This is an optimization exercise on Yosys and OpenROAD, whose aim is small area and a short achievable clock period, not a production implementation. For this run, only the layout was checked, not whether the RTL still works. Power figures rest on the tool's default switching activity, not on a simulated workload.

`flow/run.sh`:
```
#!/bin/bash
# synth_recipe.tcl (not shown) runs the flow's synth.tcl, then flattens the netlist and writes it again
# the make line also repeats each setting of config.mk as NAME=value (left out here)
make -C /OpenROAD-flow-scripts/flow DESIGN_CONFIG=/design/flow/config.mk WORK_HOME=/design/flow/orfs CLKGATE_MAP_FILE= SYNTH_SCRIPT=/design/flow/synth_recipe.tcl finish
```
`flow/config.mk`:
```
export PLATFORM = sky130hd
export DESIGN_NAME = mac
export DESIGN_NICKNAME = mac
export VERILOG_FILES = /design/flow/design.v
export SDC_FILE = /design/flow/constraint.sdc
export NUM_CORES = 4
export LEC_CHECK = 0
export CAP_MARGIN = 20
export CORE_MARGIN = 2
export CORE_UTILIZATION = 40
export SETUP_SLACK_MARGIN = 4.5
export SLEW_MARGIN = 20
export SYNTH_HIERARCHICAL = 1
export SYNTH_MINIMUM_KEEP_SIZE = 0
export TNS_END_PERCENT = 0
```
`flow/constraint.sdc`:
```
create_clock -name core_clock -period 7.5 [get_ports {clk}]
set_input_delay 1.5000 -clock core_clock [delete_from_list [all_inputs] [get_ports {clk}]]
set_output_delay 1.5000 -clock core_clock [all_outputs]
set_load 0.01 [all_outputs]
```
`flow/design.v`:
```
module mac (
    input  logic clk,
    input  logic rst,
    input  logic signed [15:0] a_in,
    input  logic signed [15:0] b_in,
    input  logic acc_clear,
    output logic acc_out_valid,
    output logic signed [34:0] acc_out
);
logic [15:0] a_r;
logic [7:0] one_r, two_r, neg_r;
wire  [16:0] bx = {b_in, 1'b0};
integer k;
always_ff @(posedge clk) begin
    for (k = 0; k < 8; k = k + 1) begin
        one_r[k] <= bx[2*k+1] ^ bx[2*k];
        two_r[k] <= (bx[2*k+2] & ~bx[2*k+1] & ~bx[2*k]) | (~bx[2*k+2] & bx[2*k+1] & bx[2*k]);
        neg_r[k] <= bx[2*k+2];
    end
    a_r <= rst ? 16'd0 : a_in;
end
wire [17:0] ax = {a_r[15], a_r, 1'b0};
wire [16:0] pp0;
wire [16:0] pp1;
wire [16:0] pp2;
wire [16:0] pp3;
wire [16:0] pp4;
wire [16:0] pp5;
wire [16:0] pp6;
wire [16:0] pp7;
genvar gi, gj;
generate for (gj = 0; gj < 8; gj = gj + 1) begin : g_pp
    for (gi = 0; gi < 17; gi = gi + 1) begin : g_bit
        wire v = (one_r[gj] & ax[gi+1]) | (two_r[gj] & ax[gi]);
        if (gj == 0) assign pp0[gi] = v ^ neg_r[0];
        if (gj == 1) assign pp1[gi] = v ^ neg_r[1];
        if (gj == 2) assign pp2[gi] = v ^ neg_r[2];
        if (gj == 3) assign pp3[gi] = v ^ neg_r[3];
        if (gj == 4) assign pp4[gi] = v ^ neg_r[4];
        if (gj == 5) assign pp5[gi] = v ^ neg_r[5];
        if (gj == 6) assign pp6[gi] = v ^ neg_r[6];
        if (gj == 7) assign pp7[gi] = v ^ neg_r[7];
    end
end endgenerate
logic [34:0] acc_s;
logic [16:0] acc_cr;
wire  [34:0] acc_c;
logic [1:0] t;
wire hold = acc_out_valid & ~acc_clear;
wire [34:0] acc_in_s = acc_clear ? 35'd0 : acc_s;
wire [34:0] acc_in_c = acc_clear ? 35'd0 : acc_c;
assign acc_c = {acc_cr[16], 1'b0, acc_cr[15], 1'b0, acc_cr[14], 1'b0, acc_cr[13], 1'b0, acc_cr[12], 1'b0, acc_cr[11], 1'b0, acc_cr[10], 1'b0, acc_cr[9], 1'b0, acc_cr[8], 1'b0, acc_cr[7], 1'b0, acc_cr[6], 1'b0, acc_cr[5], 1'b0, acc_cr[4], 1'b0, acc_cr[3], 1'b0, acc_cr[2], 1'b0, acc_cr[1], 1'b0, acc_cr[0], 1'b0, 1'b0};
wire s0, c0, s1, c1, s2, c2, s3, c3, s4, c4, s5, c5, s6, c6, s7, c7, s8, c8, s9, c9, s10, c10, s11, c11, s12, c12, s13, c13, s14, c14, s15, c15, s16, c16, s17, c17, s18, c18, s19, c19, s20, c20, s21, c21, s22, c22, s23, c23, s24, c24, s25, c25, s26, c26, s27, c27, s28, c28, s29, c29, s30, c30, s31, c31, s32, c32, s33, c33, s34, c34, s35, c35, s36, c36, s37, c37, s38, c38, s39, c39, s40, c40, s41, c41, s42, c42, s43, c43, s44, c44, s45, c45, s46, c46, s47, c47, s48, c48, s49, c49, s50, c50, s51, c51, s52, c52, s53, c53, s54, c54, s55, c55, s56, c56, s57, c57, s58, c58, s59, c59, s60, c60, s61, c61, s62, c62, s63, c63, s64, c64, s65, c65, s66, c66, s67, c67, s68, c68, s69, c69, s70, c70, s71, c71, s72, c72, s73, c73, s74, c74, s75, c75, s76, c76, s77, c77, s78, c78, s79, c79, s80, c80, s81, c81, s82, c82, s83, c83, s84, c84, s85, c85, s86, c86, s87, c87, s88, c88, s89, c89, s90, c90, s91, c91, s92, c92, s93, c93, s94, c94, s95, c95, s96, c96, s97, c97, s98, c98, s99, c99, s100, c100, s101, c101, s102, c102, s103, c103, s104, c104, s105, c105, s106, c106, s107, c107, s108, c108, s109, c109, s110, c110, s111, c111, s112, c112, s113, c113, s114, c114, s115, c115, s116, c116, s117, c117, s118, c118, s119, c119, s120, c120, s121, c121, s122, c122, s123, c123, s124, c124, s125, c125, s126, c126, s127, c127, s128, c128, s129, c129, s130, c130, s131, c131, s132, c132, s133, c133, s134, c134, s135, c135, s136, c136, s137, c137, s138, c138, s139, c139, s140, c140, s141, c141, s142, c142, s143, c143, s144, c144, s145, c145, s146, c146, s147, c147, s148, c148, s149, c149, s150, c150, s151, c151, s152, c152, s153, c153;
mac_ha u_ha0 (.a(neg_r[0]), .b(pp0[0]), .s(s0), .co(c0));
mac_ha u_ha1 (.a(pp0[1]), .b(c0), .s(s1), .co(c1));
mac_fa u_fa2 (.a(neg_r[1]), .b(pp0[2]), .c(pp1[0]), .s(s2), .co(c2));
mac_fa u_fa3 (.a(s2), .b(c1), .c(acc_in_s[2]), .s(s3), .co(c3));
mac_fa u_fa4 (.a(pp0[3]), .b(pp1[1]), .c(c2), .s(s4), .co(c4));
mac_ha u_ha5 (.a(s4), .b(acc_in_s[3]), .s(s5), .co(c5));
mac_fa u_fa6 (.a(neg_r[2]), .b(pp0[4]), .c(pp1[2]), .s(s6), .co(c6));
mac_fa u_fa7 (.a(pp2[0]), .b(s6), .c(c4), .s(s7), .co(c7));
mac_fa u_fa8 (.a(s7), .b(acc_in_s[4]), .c(acc_in_c[4]), .s(s8), .co(c8));
mac_fa u_fa9 (.a(pp0[5]), .b(pp1[3]), .c(pp2[1]), .s(s9), .co(c9));
mac_fa u_fa10 (.a(c6), .b(s9), .c(c7), .s(s10), .co(c10));
mac_ha u_ha11 (.a(acc_in_s[5]), .b(s10), .s(s11), .co(c11));
mac_fa u_fa12 (.a(neg_r[3]), .b(pp0[6]), .c(pp1[4]), .s(s12), .co(c12));
mac_fa u_fa13 (.a(pp2[2]), .b(pp3[0]), .c(c9), .s(s13), .co(c13));
mac_fa u_fa14 (.a(s12), .b(s13), .c(acc_in_s[6]), .s(s14), .co(c14));
mac_fa u_fa15 (.a(acc_in_c[6]), .b(c10), .c(c11), .s(s15), .co(c15));
mac_fa u_fa16 (.a(pp0[7]), .b(pp1[5]), .c(pp2[3]), .s(s16), .co(c16));
mac_fa u_fa17 (.a(pp3[1]), .b(c12), .c(s16), .s(s17), .co(c17));
mac_fa u_fa18 (.a(c13), .b(s17), .c(acc_in_s[7]), .s(s18), .co(c18));
mac_ha u_ha19 (.a(c14), .b(s18), .s(s19), .co(c19));
mac_fa u_fa20 (.a(neg_r[4]), .b(pp0[8]), .c(pp1[6]), .s(s20), .co(c20));
mac_fa u_fa21 (.a(pp2[4]), .b(pp3[2]), .c(pp4[0]), .s(s21), .co(c21));
mac_fa u_fa22 (.a(c16), .b(s20), .c(s21), .s(s22), .co(c22));
mac_fa u_fa23 (.a(c17), .b(s22), .c(acc_in_s[8]), .s(s23), .co(c23));
mac_fa u_fa24 (.a(acc_in_c[8]), .b(c18), .c(s23), .s(s24), .co(c24));
mac_fa u_fa25 (.a(pp0[9]), .b(pp1[7]), .c(pp2[5]), .s(s25), .co(c25));
mac_fa u_fa26 (.a(pp3[3]), .b(pp4[1]), .c(c20), .s(s26), .co(c26));
mac_fa u_fa27 (.a(c21), .b(s25), .c(s26), .s(s27), .co(c27));
mac_fa u_fa28 (.a(c22), .b(s27), .c(acc_in_s[9]), .s(s28), .co(c28));
mac_ha u_ha29 (.a(c23), .b(s28), .s(s29), .co(c29));
mac_fa u_fa30 (.a(neg_r[5]), .b(pp0[10]), .c(pp1[8]), .s(s30), .co(c30));
mac_fa u_fa31 (.a(pp2[6]), .b(pp3[4]), .c(pp4[2]), .s(s31), .co(c31));
mac_fa u_fa32 (.a(pp5[0]), .b(c25), .c(s30), .s(s32), .co(c32));
mac_fa u_fa33 (.a(s31), .b(c26), .c(s32), .s(s33), .co(c33));
mac_fa u_fa34 (.a(c27), .b(s33), .c(acc_in_s[10]), .s(s34), .co(c34));
mac_fa u_fa35 (.a(acc_in_c[10]), .b(c28), .c(s34), .s(s35), .co(c35));
mac_fa u_fa36 (.a(pp0[11]), .b(pp1[9]), .c(pp2[7]), .s(s36), .co(c36));
mac_fa u_fa37 (.a(pp3[5]), .b(pp4[3]), .c(pp5[1]), .s(s37), .co(c37));
mac_fa u_fa38 (.a(c30), .b(c31), .c(s36), .s(s38), .co(c38));
mac_fa u_fa39 (.a(s37), .b(c32), .c(s38), .s(s39), .co(c39));
mac_fa u_fa40 (.a(c33), .b(s39), .c(acc_in_s[11]), .s(s40), .co(c40));
mac_ha u_ha41 (.a(c34), .b(s40), .s(s41), .co(c41));
mac_fa u_fa42 (.a(neg_r[6]), .b(pp0[12]), .c(pp1[10]), .s(s42), .co(c42));
mac_fa u_fa43 (.a(pp2[8]), .b(pp3[6]), .c(pp4[4]), .s(s43), .co(c43));
mac_fa u_fa44 (.a(pp5[2]), .b(pp6[0]), .c(c36), .s(s44), .co(c44));
mac_fa u_fa45 (.a(c37), .b(s42), .c(s43), .s(s45), .co(c45));
mac_fa u_fa46 (.a(s44), .b(c38), .c(s45), .s(s46), .co(c46));
mac_fa u_fa47 (.a(c39), .b(s46), .c(acc_in_s[12]), .s(s47), .co(c47));
mac_fa u_fa48 (.a(acc_in_c[12]), .b(c40), .c(s47), .s(s48), .co(c48));
mac_fa u_fa49 (.a(pp0[13]), .b(pp1[11]), .c(pp2[9]), .s(s49), .co(c49));
mac_fa u_fa50 (.a(pp3[7]), .b(pp4[5]), .c(pp5[3]), .s(s50), .co(c50));
mac_fa u_fa51 (.a(pp6[1]), .b(c42), .c(c43), .s(s51), .co(c51));
mac_fa u_fa52 (.a(s49), .b(s50), .c(c44), .s(s52), .co(c52));
mac_fa u_fa53 (.a(s51), .b(c45), .c(s52), .s(s53), .co(c53));
mac_fa u_fa54 (.a(c46), .b(acc_in_s[13]), .c(s53), .s(s54), .co(c54));
mac_ha u_ha55 (.a(c47), .b(s54), .s(s55), .co(c55));
mac_fa u_fa56 (.a(neg_r[7]), .b(pp0[14]), .c(pp1[12]), .s(s56), .co(c56));
mac_fa u_fa57 (.a(pp2[10]), .b(pp3[8]), .c(pp4[6]), .s(s57), .co(c57));
mac_fa u_fa58 (.a(pp5[4]), .b(pp6[2]), .c(pp7[0]), .s(s58), .co(c58));
mac_fa u_fa59 (.a(c49), .b(c50), .c(s56), .s(s59), .co(c59));
mac_fa u_fa60 (.a(s57), .b(s58), .c(c51), .s(s60), .co(c60));
mac_fa u_fa61 (.a(s59), .b(c52), .c(s60), .s(s61), .co(c61));
mac_fa u_fa62 (.a(acc_in_s[14]), .b(acc_in_c[14]), .c(c53), .s(s62), .co(c62));
mac_fa u_fa63 (.a(s61), .b(c54), .c(s62), .s(s63), .co(c63));
mac_fa u_fa64 (.a(pp0[15]), .b(pp1[13]), .c(pp2[11]), .s(s64), .co(c64));
mac_fa u_fa65 (.a(pp3[9]), .b(pp4[7]), .c(pp5[5]), .s(s65), .co(c65));
mac_fa u_fa66 (.a(pp6[3]), .b(pp7[1]), .c(c56), .s(s66), .co(c66));
mac_fa u_fa67 (.a(c57), .b(c58), .c(s64), .s(s67), .co(c67));
mac_fa u_fa68 (.a(s65), .b(s66), .c(c59), .s(s68), .co(c68));
mac_fa u_fa69 (.a(s67), .b(c60), .c(s68), .s(s69), .co(c69));
mac_fa u_fa70 (.a(acc_in_s[15]), .b(c61), .c(s69), .s(s70), .co(c70));
mac_ha u_ha71 (.a(c62), .b(s70), .s(s71), .co(c71));
mac_fa u_fa72 (.a(pp0[16]), .b(pp1[14]), .c(pp2[12]), .s(s72), .co(c72));
mac_fa u_fa73 (.a(pp3[10]), .b(pp4[8]), .c(pp5[6]), .s(s73), .co(c73));
mac_fa u_fa74 (.a(pp6[4]), .b(pp7[2]), .c(c64), .s(s74), .co(c74));
mac_fa u_fa75 (.a(c65), .b(s72), .c(s73), .s(s75), .co(c75));
mac_fa u_fa76 (.a(c66), .b(s74), .c(c67), .s(s76), .co(c76));
mac_fa u_fa77 (.a(s75), .b(c68), .c(s76), .s(s77), .co(c77));
mac_fa u_fa78 (.a(acc_in_s[16]), .b(acc_in_c[16]), .c(c69), .s(s78), .co(c78));
mac_fa u_fa79 (.a(s77), .b(c70), .c(s78), .s(s79), .co(c79));
mac_fa u_fa80 (.a(pp0[16]), .b(pp1[15]), .c(pp2[13]), .s(s80), .co(c80));
mac_fa u_fa81 (.a(pp3[11]), .b(pp4[9]), .c(pp5[7]), .s(s81), .co(c81));
mac_fa u_fa82 (.a(pp6[5]), .b(pp7[3]), .c(c72), .s(s82), .co(c82));
mac_fa u_fa83 (.a(c73), .b(s80), .c(s81), .s(s83), .co(c83));
mac_fa u_fa84 (.a(c74), .b(s82), .c(c75), .s(s84), .co(c84));
mac_fa u_fa85 (.a(s83), .b(c76), .c(s84), .s(s85), .co(c85));
mac_fa u_fa86 (.a(acc_in_s[17]), .b(c77), .c(s85), .s(s86), .co(c86));
mac_ha u_ha87 (.a(c78), .b(s86), .s(s87), .co(c87));
mac_fa u_fa88 (.a(~pp0[16]), .b(~pp1[16]), .c(pp2[14]), .s(s88), .co(c88));
mac_fa u_fa89 (.a(pp3[12]), .b(pp4[10]), .c(pp5[8]), .s(s89), .co(c89));
mac_fa u_fa90 (.a(pp6[6]), .b(pp7[4]), .c(c80), .s(s90), .co(c90));
mac_fa u_fa91 (.a(c81), .b(s88), .c(s89), .s(s91), .co(c91));
mac_fa u_fa92 (.a(c82), .b(s90), .c(c83), .s(s92), .co(c92));
mac_fa u_fa93 (.a(s91), .b(c84), .c(s92), .s(s93), .co(c93));
mac_fa u_fa94 (.a(acc_in_s[18]), .b(acc_in_c[18]), .c(c85), .s(s94), .co(c94));
mac_fa u_fa95 (.a(s93), .b(c86), .c(s94), .s(s95), .co(c95));
mac_fa u_fa96 (.a(~pp2[15]), .b(pp3[13]), .c(pp4[11]), .s(s96), .co(c96));
mac_fa u_fa97 (.a(pp5[9]), .b(pp6[7]), .c(pp7[5]), .s(s97), .co(c97));
mac_fa u_fa98 (.a(c88), .b(c89), .c(s96), .s(s98), .co(c98));
mac_fa u_fa99 (.a(s97), .b(c90), .c(c91), .s(s99), .co(c99));
mac_fa u_fa100 (.a(s98), .b(c92), .c(s99), .s(s100), .co(c100));
mac_fa u_fa101 (.a(acc_in_s[19]), .b(c93), .c(s100), .s(s101), .co(c101));
mac_ha u_ha102 (.a(c94), .b(s101), .s(s102), .co(c102));
mac_fa u_fa103 (.a(~pp2[16]), .b(pp3[14]), .c(pp4[12]), .s(s103), .co(c103));
mac_fa u_fa104 (.a(pp5[10]), .b(pp6[8]), .c(pp7[6]), .s(s104), .co(c104));
mac_fa u_fa105 (.a(pp2[15]), .b(c96), .c(c97), .s(s105), .co(c105));
mac_fa u_fa106 (.a(s103), .b(s104), .c(s105), .s(s106), .co(c106));
mac_fa u_fa107 (.a(c98), .b(c99), .c(s106), .s(s107), .co(c107));
mac_fa u_fa108 (.a(acc_in_s[20]), .b(acc_in_c[20]), .c(c100), .s(s108), .co(c108));
mac_fa u_fa109 (.a(s107), .b(c101), .c(s108), .s(s109), .co(c109));
mac_fa u_fa110 (.a(~pp3[15]), .b(pp4[13]), .c(pp5[11]), .s(s110), .co(c110));
mac_fa u_fa111 (.a(pp6[9]), .b(pp7[7]), .c(c103), .s(s111), .co(c111));
mac_fa u_fa112 (.a(c104), .b(s110), .c(c105), .s(s112), .co(c112));
mac_fa u_fa113 (.a(s111), .b(c106), .c(s112), .s(s113), .co(c113));
mac_fa u_fa114 (.a(acc_in_s[21]), .b(c107), .c(s113), .s(s114), .co(c114));
mac_ha u_ha115 (.a(c108), .b(s114), .s(s115), .co(c115));
mac_fa u_fa116 (.a(~pp3[16]), .b(pp4[14]), .c(pp5[12]), .s(s116), .co(c116));
mac_fa u_fa117 (.a(pp6[10]), .b(pp7[8]), .c(pp3[15]), .s(s117), .co(c117));
mac_fa u_fa118 (.a(c110), .b(s116), .c(s117), .s(s118), .co(c118));
mac_fa u_fa119 (.a(c111), .b(s118), .c(c112), .s(s119), .co(c119));
mac_fa u_fa120 (.a(acc_in_s[22]), .b(acc_in_c[22]), .c(c113), .s(s120), .co(c120));
mac_fa u_fa121 (.a(s119), .b(c114), .c(s120), .s(s121), .co(c121));
mac_fa u_fa122 (.a(~pp4[15]), .b(pp5[13]), .c(pp6[11]), .s(s122), .co(c122));
mac_fa u_fa123 (.a(pp7[9]), .b(c116), .c(c117), .s(s123), .co(c123));
mac_fa u_fa124 (.a(s122), .b(s123), .c(c118), .s(s124), .co(c124));
mac_fa u_fa125 (.a(s124), .b(acc_in_s[23]), .c(c119), .s(s125), .co(c125));
mac_ha u_ha126 (.a(c120), .b(s125), .s(s126), .co(c126));
mac_fa u_fa127 (.a(~pp4[16]), .b(pp5[14]), .c(pp6[12]), .s(s127), .co(c127));
mac_fa u_fa128 (.a(pp7[10]), .b(pp4[15]), .c(c122), .s(s128), .co(c128));
mac_fa u_fa129 (.a(s127), .b(c123), .c(s128), .s(s129), .co(c129));
mac_fa u_fa130 (.a(c124), .b(s129), .c(acc_in_s[24]), .s(s130), .co(c130));
mac_fa u_fa131 (.a(acc_in_c[24]), .b(s130), .c(c125), .s(s131), .co(c131));
mac_fa u_fa132 (.a(~pp5[15]), .b(pp6[13]), .c(pp7[11]), .s(s132), .co(c132));
mac_fa u_fa133 (.a(c127), .b(s132), .c(c128), .s(s133), .co(c133));
mac_fa u_fa134 (.a(c129), .b(s133), .c(acc_in_s[25]), .s(s134), .co(c134));
mac_ha u_ha135 (.a(c130), .b(s134), .s(s135), .co(c135));
mac_fa u_fa136 (.a(~pp5[16]), .b(pp6[14]), .c(pp7[12]), .s(s136), .co(c136));
mac_fa u_fa137 (.a(pp5[15]), .b(c132), .c(s136), .s(s137), .co(c137));
mac_fa u_fa138 (.a(s137), .b(c133), .c(acc_in_s[26]), .s(s138), .co(c138));
mac_fa u_fa139 (.a(acc_in_c[26]), .b(c134), .c(s138), .s(s139), .co(c139));
mac_fa u_fa140 (.a(~pp6[15]), .b(pp7[13]), .c(c136), .s(s140), .co(c140));
mac_fa u_fa141 (.a(s140), .b(c137), .c(acc_in_s[27]), .s(s141), .co(c141));
mac_ha u_ha142 (.a(c138), .b(s141), .s(s142), .co(c142));
mac_fa u_fa143 (.a(~pp6[16]), .b(pp7[14]), .c(pp6[15]), .s(s143), .co(c143));
mac_fa u_fa144 (.a(s143), .b(c140), .c(acc_in_s[28]), .s(s144), .co(c144));
mac_fa u_fa145 (.a(acc_in_c[28]), .b(c141), .c(s144), .s(s145), .co(c145));
mac_fa u_fa146 (.a(~pp7[15]), .b(c143), .c(acc_in_s[29]), .s(s146), .co(c146));
mac_ha u_ha147 (.a(c144), .b(s146), .s(s147), .co(c147));
mac_fa u_fa148 (.a(~pp7[16]), .b(pp7[15]), .c(acc_in_s[30]), .s(s148), .co(c148));
mac_fa u_fa149 (.a(acc_in_c[30]), .b(c146), .c(s148), .s(s149), .co(c149));
mac_ha u_ha150 (.a(~acc_in_s[31]), .b(c148), .s(s150), .co(c150));
mac_fa u_fa151 (.a(~acc_in_s[32]), .b(acc_in_c[32]), .c(acc_in_s[31]), .s(s151), .co(c151));
mac_ha u_ha152 (.a(~acc_in_s[33]), .b(acc_in_s[32]), .s(s152), .co(c152));
mac_fa u_fa153 (.a(~acc_in_s[34]), .b(acc_in_c[34]), .c(acc_in_s[33]), .s(s153), .co(c153));
wire [34:0] rx = {c152, s152, c150, s150, c147, s147, c142, s142, c135, s135, c126, s126, c115, s115, c102, s102, c87, s87, c71, s71, c55, s55, c41, s41, c29, s29, c19, s19, s14, s11, c5, s5, acc_in_c[2], s1, s0};
wire [34:0] ry = {s153, c151, s151, c149, s149, c145, s145, c139, s139, c131, s131, c121, s121, c109, s109, c95, s95, c79, s79, c63, s63, c48, s48, c35, s35, c24, s24, c15, s15, c8, s8, c3, s3, acc_in_s[1], acc_in_s[0]};
wire [34:0] nxt_s;
wire [34:0] nxt_c;
wire [2:0] blk0 = {1'b0, rx[1:0]} + {1'b0, ry[1:0]};
assign nxt_s[1:0] = blk0[1:0];
wire [2:0] blk2 = {1'b0, rx[3:2]} + {1'b0, ry[3:2]};
assign nxt_s[3:2] = blk2[1:0];
wire [2:0] blk4 = {1'b0, rx[5:4]} + {1'b0, ry[5:4]};
assign nxt_s[5:4] = blk4[1:0];
wire [2:0] blk6 = {1'b0, rx[7:6]} + {1'b0, ry[7:6]};
assign nxt_s[7:6] = blk6[1:0];
wire [2:0] blk8 = {1'b0, rx[9:8]} + {1'b0, ry[9:8]};
assign nxt_s[9:8] = blk8[1:0];
wire [2:0] blk10 = {1'b0, rx[11:10]} + {1'b0, ry[11:10]};
assign nxt_s[11:10] = blk10[1:0];
wire [2:0] blk12 = {1'b0, rx[13:12]} + {1'b0, ry[13:12]};
assign nxt_s[13:12] = blk12[1:0];
wire [2:0] blk14 = {1'b0, rx[15:14]} + {1'b0, ry[15:14]};
assign nxt_s[15:14] = blk14[1:0];
wire [2:0] blk16 = {1'b0, rx[17:16]} + {1'b0, ry[17:16]};
assign nxt_s[17:16] = blk16[1:0];
wire [2:0] blk18 = {1'b0, rx[19:18]} + {1'b0, ry[19:18]};
assign nxt_s[19:18] = blk18[1:0];
wire [2:0] blk20 = {1'b0, rx[21:20]} + {1'b0, ry[21:20]};
assign nxt_s[21:20] = blk20[1:0];
wire [2:0] blk22 = {1'b0, rx[23:22]} + {1'b0, ry[23:22]};
assign nxt_s[23:22] = blk22[1:0];
wire [2:0] blk24 = {1'b0, rx[25:24]} + {1'b0, ry[25:24]};
assign nxt_s[25:24] = blk24[1:0];
wire [2:0] blk26 = {1'b0, rx[27:26]} + {1'b0, ry[27:26]};
assign nxt_s[27:26] = blk26[1:0];
wire [2:0] blk28 = {1'b0, rx[29:28]} + {1'b0, ry[29:28]};
assign nxt_s[29:28] = blk28[1:0];
wire [2:0] blk30 = {1'b0, rx[31:30]} + {1'b0, ry[31:30]};
assign nxt_s[31:30] = blk30[1:0];
wire [2:0] blk32 = {1'b0, rx[33:32]} + {1'b0, ry[33:32]};
assign nxt_s[33:32] = blk32[1:0];
wire [1:0] blk34 = {1'b0, rx[34:34]} + {1'b0, ry[34:34]};
assign nxt_s[34:34] = blk34[0:0];
assign nxt_c[0] = 1'b0;
assign nxt_c[1] = 1'b0;
assign nxt_c[2] = blk0[2];
assign nxt_c[3] = 1'b0;
assign nxt_c[4] = blk2[2];
assign nxt_c[5] = 1'b0;
assign nxt_c[6] = blk4[2];
assign nxt_c[7] = 1'b0;
assign nxt_c[8] = blk6[2];
assign nxt_c[9] = 1'b0;
assign nxt_c[10] = blk8[2];
assign nxt_c[11] = 1'b0;
assign nxt_c[12] = blk10[2];
assign nxt_c[13] = 1'b0;
assign nxt_c[14] = blk12[2];
assign nxt_c[15] = 1'b0;
assign nxt_c[16] = blk14[2];
assign nxt_c[17] = 1'b0;
assign nxt_c[18] = blk16[2];
assign nxt_c[19] = 1'b0;
assign nxt_c[20] = blk18[2];
assign nxt_c[21] = 1'b0;
assign nxt_c[22] = blk20[2];
assign nxt_c[23] = 1'b0;
assign nxt_c[24] = blk22[2];
assign nxt_c[25] = 1'b0;
assign nxt_c[26] = blk24[2];
assign nxt_c[27] = 1'b0;
assign nxt_c[28] = blk26[2];
assign nxt_c[29] = 1'b0;
assign nxt_c[30] = blk28[2];
assign nxt_c[31] = 1'b0;
assign nxt_c[32] = blk30[2];
assign nxt_c[33] = 1'b0;
assign nxt_c[34] = blk32[2];
wire [16:0] nxt_cr = {nxt_c[34], nxt_c[32], nxt_c[30], nxt_c[28], nxt_c[26], nxt_c[24], nxt_c[22], nxt_c[20], nxt_c[18], nxt_c[16], nxt_c[14], nxt_c[12], nxt_c[10], nxt_c[8], nxt_c[6], nxt_c[4], nxt_c[2]};
always_ff @(posedge clk) begin
    if (rst) begin
        acc_s <= '0; acc_cr <= '0; acc_out_valid <= 1'b0; t <= 2'd0;
    end else if (acc_clear) begin
        acc_s <= nxt_s; acc_cr <= nxt_cr; t <= 2'd1; acc_out_valid <= 1'b0;
    end else if (!acc_out_valid) begin
        acc_s <= nxt_s; acc_cr <= nxt_cr; t <= t + 2'd1; acc_out_valid <= (t == 2'd3);
    end
end
assign acc_out = acc_s + acc_c;
endmodule
module mac_fa (input logic a, input logic b, input logic c, output logic s, output logic co);
    assign s = a ^ b ^ c;
    assign co = (a & b) | (c & (a ^ b));
endmodule
module mac_ha (input logic a, input logic b, output logic s, output logic co);
    assign s = a ^ b;
    assign co = a & b;
endmodule
```
==> qor.yml <==
outcome:
  status: "no timing/DRC/antenna violations"
sta:
  whs_ns: 0.470
  tns_ns: 0
  finClkSkew_ns: 0.0169
  max_freq_mhz: 225
  finalSetupViolCount: 0
  slew_violations: 0
  tightest_slew_ns: 0.868
  final-hold-violation-count: 0
  period_minus_slack_ns: 4.44
  rsz0062_at_grt: "yes"
  period_share: 0.592
  relSlewSlack: 0.421
  fin_ws_ns: 3.06
placed_design:
  place_inst: 1397
  portBuffers: 70
  place.gp.congestion: 0.841
  dp_slack_ns: 2.44
  hpwl_microns: 18800
floorplanning:
  ios: 71
  die_w_microns: 167
  fp.coreArea_sq_um: 26000
  rows: 59
  initial_core_util: 0.407
  dieArea_sq_um: 27800
  fp.dieH_microns: 167
grt:
  grt_pass1_vias: 8532
  grt_usage: 0.201
  antenna_found_initial: 0
  grt_pass1_wl_microns: 44700
  overflow: 0
  grt_start_max_net_pins: 72
critical_path:
  cp-start-kind: "register"
  cp.arrival_ns: 4.72
  required_ns: 7.78
  ff2ff_setup_slack_ns: 3.06
  cp-end-kind: "register"
  cp_max_fo: 6
  crit_type: "reg2reg"
  r2r-end: "acc_s[21]"
  r2r-start: "a_r[14]"
  r2r_cells: 13
synth:
  yosys_warnings: 7
  ys_seq_area_frac: 0.180
  avgSynthCellArea_sq_um: 9.69
  netlist-cell-type-count: 51
  synth_nets: 1333
  synth_area_sq_um: 10600
  syn-instance-count: 1092
  ys_ff_latch: 95
worst_hold_path:
  timing.hold.worst_path_depth: 2
  min_path_type: "reg2reg"
  min_to: "acc_s[18]"
  holdCritStartpoint: "acc_s[18]"
drt:
  drcViolationCount: 0
  routed_wl_microns: 27800
  dr_total_vias: 8228
  wire_per_inst_microns: 18.6
  viasPerCell: 5.51
  detail_route.first_pass.iterations: 5
  ant_nets: 0
  drt_first_iter_violations: 536
power:
  p_leak_uw: 0.00482
  peakVddDrop_v: 0.000220
  powerDensity_nw_per_um2: 374
clocking:
  clk_pin_slew_worst_paths_ns: 0.07
  postCtsHoldBufs: 0
  h-tree-depth: 3
  cts_tree: "built"
  clk_latency_ns: 0.36
  cts_root_buf: "clkbuf_16"
  numCtsBuffers: 9
  clkSinkCount: 95
  clock_path_buffers: 2
final_layout:
  nets: 1395
  fin_cells: 1494
  syn2layout_area_growth_pct: 22.1
  layout-drive-gt1-share: 0.204
  final_common_cell: "xnor2_1"
  diodes: 0
  fill_cells: 2430
  final_cell_mix: "141 x xnor2_1, 130 x nand2_1, 124 x fa_1"
flow_run:
  maxCapViolations: 0
layout make-up:
class / instances / area (sq um) / area share
Sequential cell: 95 / 2030 / 0.157
Clock buffer: 10 / 229 / 0.0177
Clock inverter: 6 / 90.1 / 0.00697
Timing Repair Buffer: 159 / 1510 / 0.116
Multi-Input combinational cell: 876 / 8600 / 0.666
Tap cell: 335 / 419 / 0.0324
Inverter: 13 / 48.8 / 0.00378
state kept, by name, indices dropped and copies added (netlist names):
| name | cells |
|---|---|
| acc_s | 35 |
| one_r | 8 |
| acc_out_valid | 1 |
| a_r | 16 |
| neg_r | 8 |
| acc_cr | 17 |
| t | 2 |
| two_r | 8 |
report_power, final:
part           leakage (uW)  total [uW]  internal (uW)  switching (uW)
Sequential         0.000807         825            646             178
Combinational       0.00386        3490           1750            1740
Clock              0.000153         517            295             222
logic make-up (layout without fill, tap and decap cells):
group / Yosys count / in the layout / synth area share
AOI/OAI and AO/OA: 240 / 240 / 0.160
xor gates and xnor gates: 175 / 175 / 0.145
adders and majority gates: 206 / 206 / 0.352
buffers and inverters: 121 / 188 / 0.0456
DFF: 95 / 95 / 0.180
muxes: 1 / 1 / 0.000946
and+or+nand+nor: 254 / 254 / 0.117
per-stage QoR:
step,cell area (sq um),utilization,power (uW)
after detailed placement,11500,0.441,4290
final,12900,0.497,4830
after global routing,12900,0.497,5450
after global placement,11500,0.441,4210
after floorplan,10900,-,3370
after CTS,12800,0.491,4900
critical path: stages, from the launching register on:
cell,delay (ns)
dfxtp_4,0.39
buf_4,0.15
a22oi_2,0.20
xnor2_2,0.14
fa_1,0.46
fa_2,0.38
fa_1,0.51
fa_2,0.44
fa_2,0.35
fa_1,0.47
ha_2,0.19
fa_1,0.48
nand2_1,0.06
a21oi_2,0.14
routing by layer:
metal / track usage / routed length (microns) / vias to the layer above
met3: 0.0354 / 1170 / 62
met2: 0.337 / 13900 / 227
met5: 0 / 0 / -
li1: - / - / 3793
met1: 0.258 / 11700 / 4146
met4: 0.0855 / 973 / 0
per-module statistics from Yosys (local to each module, per instance):
module  flip-flops and latches  cell area, sq um  cells inside
mac_ha                       0              12.5             1
mac_fa                       0              20.0             1
mac                         95              7640           938
Yosys cell counts (all sizes together):
| master | instances | area share |
|---|---|---|
| a311oi | 2 | 0.0033 |
| ha | 53 | 0.063 |
| a21o | 1 | 0.00071 |
| o21bai | 3 | 0.0021 |
| a221o | 2 | 0.0020 |
| nor4 | 1 | 0.00059 |
| a22oi | 121 | 0.086 |
| xor2 | 24 | 0.020 |
| dfxtp | 95 | 0.18 |
| inv | 13 | 0.0046 |
| nand3b | 6 | 0.0043 |
| and2 | 2 | 0.0012 |
| mux2i | 1 | 0.00095 |
| nor3b | 3 | 0.0021 |
| a311o | 2 | 0.0019 |
| nand2 | 130 | 0.046 |
| o31ai | 4 | 0.0046 |
| nor2b | 67 | 0.040 |
| clkbuf | 90 | 0.032 |
| or4b | 1 | 0.00095 |
| a21boi | 1 | 0.00071 |
| buf | 18 | 0.0091 |
| o21ba | 1 | 0.00095 |
| a21oi | 59 | 0.030 |
| nor4b | 1 | 0.00083 |
| xnor2 | 151 | 0.12 |
| nor2 | 17 | 0.0060 |
| a41oi | 1 | 0.00083 |
| a31oi | 14 | 0.011 |
| o21ai | 23 | 0.011 |
| fa | 153 | 0.29 |
| nand2b | 13 | 0.0077 |
| nand4 | 8 | 0.0053 |
| a221oi | 1 | 0.0014 |
| nor3 | 2 | 0.00095 |
| a211oi | 4 | 0.0033 |
| a31o | 1 | 0.00083 |
| nand3 | 3 | 0.0014 |
worst max-delay path by stage:
stage | from | cells past startpoint | slack (ns) | end
after global placement | neg_r[2] | 12 | 2.47 | acc_s[23]
after detailed placement | neg_r[2] | 12 | 2.44 | acc_s[23]
final | a_r[14] | 13 | 3.06 | acc_s[21]
after CTS | a_r[5] | 12 | 3.03 | acc_s[19]
after floorplan | a_r[14] | 14 | 3.11 | acc_s[17]
after global routing | two_r[2] | 13 | 2.91 | acc_s[19]
repair_timing:
| action | CTS | global route |
|---|---|---|
| resized for setup | 115 | 24 |
| endpoints found under the setup margin | 85 | 81 |
| endpoints found under the hold margin | 0 | 0 |
| pin swaps | 38 | 29 |
| setup buffers | 74 | 7 |

-- separate check: timing with driven ports --
No port has a modelled driver above. Below, the same layout with a new extraction and two added sets of constraints. Step 1 (the two cells are an assumption about what drives the block):
set clk [get_ports {clk}]
set_driving_cell -lib_cell sky130_fd_sc_hd__clkbuf_16 $clk
set_driving_cell -lib_cell sky130_fd_sc_hd__buf_2 [delete_from_list [all_inputs] $clk]
Step 2 also shifts input and output timing later by t, the mid clock arrival at the registers, as if the neighbouring blocks saw the same clock. Three values: no drivers, after step 1, after step 2; two values: the first two.
t, ns: 0.404
setup slack, ns: 3.057 / 3.037 / 3.057
clock arrival spread, ns: 0.017 / 0.017
After both steps this run still meets setup and hold. The setup slack of this run moves by -0.020 ns with the drivers and by 0.000 ns with both steps.
